Source: an optimization exercise on an open RTL-to-GDS flow (aim: small area and a short achievable clock period). Production flows keep margins and buffers that such runs may drop.
RTL that was checked went through simulation tests only; none was proved equivalent to the original.
Power is estimated from default activity; no workload was simulated.

== lagoon ==
Design dsp_alu, start of the top module:
module dsp_alu
  (
   input             clk,
   input [2:0]       ctrl,
   input [31:0]      src_a, src_b,
   output [31:0]     result);
Size in the first run: about 6800 cells after synthesis, roughly 100 I/O pins, ~39000 sq um of cells after synthesis.
Settings: LEC_CHECK=0, ABC_AREA=1, CAP_MARGIN=20, CORE_MARGIN=2, CORE_UTILIZATION=40, CTS_CLUSTER_DIAMETER=60, CTS_CLUSTER_SIZE=12, SLEW_MARGIN=20, SYNTH_HIERARCHICAL=1; clock period 70.0 ns.
run.sh (not shown) runs the stock make flow with config.mk's settings and CLKGATE_MAP_FILE= SYNTH_SCRIPT=/design/flow/synth_recipe.tcl, a recipe that flattens the netlist after the stock synthesis.
lagoon did not stop at any stage, and its layout met the timing, design-rule and antenna checks.
The following lists how sierra was set up differently from lagoon:
- a change of CORE_UTILIZATION from 40 to 65
- an added PLACE_DENSITY of 0.85
==> run summary <==
Max routability congestion estimate from global placement across sierra and lagoon: sierra. | cell-internal power | lagoon vs sierra | ≈ equal |. Compare sierra and lagoon | maximum vdd ir drop lower: lagoon. Relative to lagoon, met3 layer wire length in the routed design increased by about 46% in sierra. Area enclosed by the die boundary: sierra vs lagoon down about 40%.
No run of this note included a check of the RTL's function; only the layout flow was run.


Starting RTL as in the previous note.
export LEC_CHECK = 0
export ABC_AREA = 1
export CAP_MARGIN = 20
export CORE_MARGIN = 2
export CORE_UTILIZATION = 40
export CTS_CLUSTER_DIAMETER = 60
export CTS_CLUSTER_SIZE = 12
export PLACE_DENSITY = 0.85
export SLEW_MARGIN = 20
export SYNTH_HIERARCHICAL = 1
create_clock -name core_clock -period 70.0 [get_ports {clk}]
Edit:
==> flow/flow/run.sh (new file) <==
#!/bin/bash
# Standard layout, with the timing repair steps asked to leave a setup
# margin so that they also work on paths that already meet the clock.
set -euo pipefail
bash standard.sh finish SETUP_SLACK_MARGIN=44 > standard.log 2>&1
==> flow/standard.sh (new file) <==
#!/bin/bash
# synth_recipe.tcl (not shown) runs the flow's synth.tcl, then flattens the netlist and writes it again
# the make line also repeats each setting of config.mk as NAME=value (left out here)
make -C /OpenROAD-flow-scripts/flow DESIGN_CONFIG=/design/flow/config.mk WORK_HOME=/design/flow/orfs CLKGATE_MAP_FILE= SYNTH_SCRIPT=/design/flow/synth_recipe.tcl "${@:-finish}"
- PLACE_DENSITY: 0.85 -> unset
removed: flow/run.sh
The new run ran to the end with no violations.
Wire length is higher by 12%.
Final cell count is higher by 2.1%.
Global-route usage is higher by 0.91 points.
Synthesized area does not change.
Sequential share of layout area is lower by 0.75 points.
Power is higher by 7.4%.
Setup slack is better by 2600 ps.
Clock power is higher by about 4%.
Core utilization is higher by 4.7 points.
Clock-buffer cell count is lower by 7.
Combinational power is higher by about 8%.
No run of this note included a check of the RTL's function; only the layout flow was run.


Another version of the RTL of dsp_alu (not shown whole).
For scale: roughly 6800 cells after synthesis, about 200 flip-flops, ~100 I/O pins, roughly 39000 um2 of cells after synthesis.
Settings: LEC_CHECK=0, ABC_AREA=1, CAP_MARGIN=20, CORE_MARGIN=2, CORE_UTILIZATION=40, CTS_CLUSTER_DIAMETER=60, CTS_CLUSTER_SIZE=12, SLEW_MARGIN=20, SYNTH_HIERARCHICAL=1; clock period 70.0 ns.
standard.sh (not shown) runs the stock make flow with config.mk's settings and CLKGATE_MAP_FILE= SYNTH_SCRIPT=/design/flow/synth_recipe.tcl, a recipe that flattens the netlist after the stock synthesis.
==> flow/flow/run.sh <==
#!/bin/bash
# The standard layout, with the port buffers made from buf_2 cells.
set -euo pipefail
bash standard.sh finish "BUFFER_PORTS_ARGS=-buffer_cell sky130_fd_sc_hd__buf_2" > standard.log 2>&1
Then changed:
==> flow/run.sh (new file) <==
#!/bin/bash
# synth_recipe.tcl (not shown) runs the flow's synth.tcl, then flattens the netlist and writes it again
# the make line also repeats each setting of config.mk as NAME=value (left out here)
make -C /OpenROAD-flow-scripts/flow DESIGN_CONFIG=/design/flow/config.mk WORK_HOME=/design/flow/orfs CLKGATE_MAP_FILE= SYNTH_SCRIPT=/design/flow/synth_recipe.tcl finish
removed: flow/flow/run.sh
removed: flow/standard.sh
Result: The changed run completed with no timing, DRC or antenna violations; power grows by 1.0%; critical path depth does not change; die area stays the same; non-clock buffer count shrinks by 1; clock-buffer cell count shrinks by 1; combinational power stays flat; utilization grows by 0.49 points; worst hold slack is about the same; global-route usage hardly moves; setup slack loses 0.72 ns; cell area grows by 1.2%.

[port drivers added, routing unchanged]
The results above use ideal ports. As a check the final layouts listed here were re-extracted and re-timed, cells and wires unchanged. Step 1 (the two cells are an assumption about what drives the block):
set clk [get_ports {clk}]
set_driving_cell -lib_cell sky130_fd_sc_hd__clkbuf_16 $clk
set_driving_cell -lib_cell sky130_fd_sc_hd__buf_2 [delete_from_list [all_inputs] $clk]
Step 2 times the ports against the registers' clock, not the clock port: input delays grow and output delays shrink by t, the midpoint of the rising clock arrivals with the driver on. Slacks: ideal ports / drivers / drivers and shift; pairs: ideal ports / drivers.
run | t (ns) | setup slack, ns | clock arrival spread, ns | pins driven straight from the clock port
lagoon | 0.554 | 41.755 / 41.755 / 41.755 | 0.037 / 0.037 | 1
sierra | 0.522 | 41.969 / 41.969 / 41.969 | 0.022 / 0.022 | 1
the first run of note 2 | 0.546 | 42.174 / 42.174 / 42.174 | 0.019 / 0.019 | 1
the second run of note 2 | 0.562 | 44.746 / 44.679 / 44.605 | 0.031 / 0.031 | 1
the first run of note 3 | 0.542 | 43.257 / 43.268 / 42.725 | 0.021 / 0.021 | 1
the second run of note 3 | 0.526 | 42.535 / 42.548 / 42.022 | 0.018 / 0.018 | 1
After both steps every run listed still meets setup and hold. For the first run of note 3, which loses most, drivers alone change the setup slack by +0.011 ns; drivers and shift together by -0.532 ns.
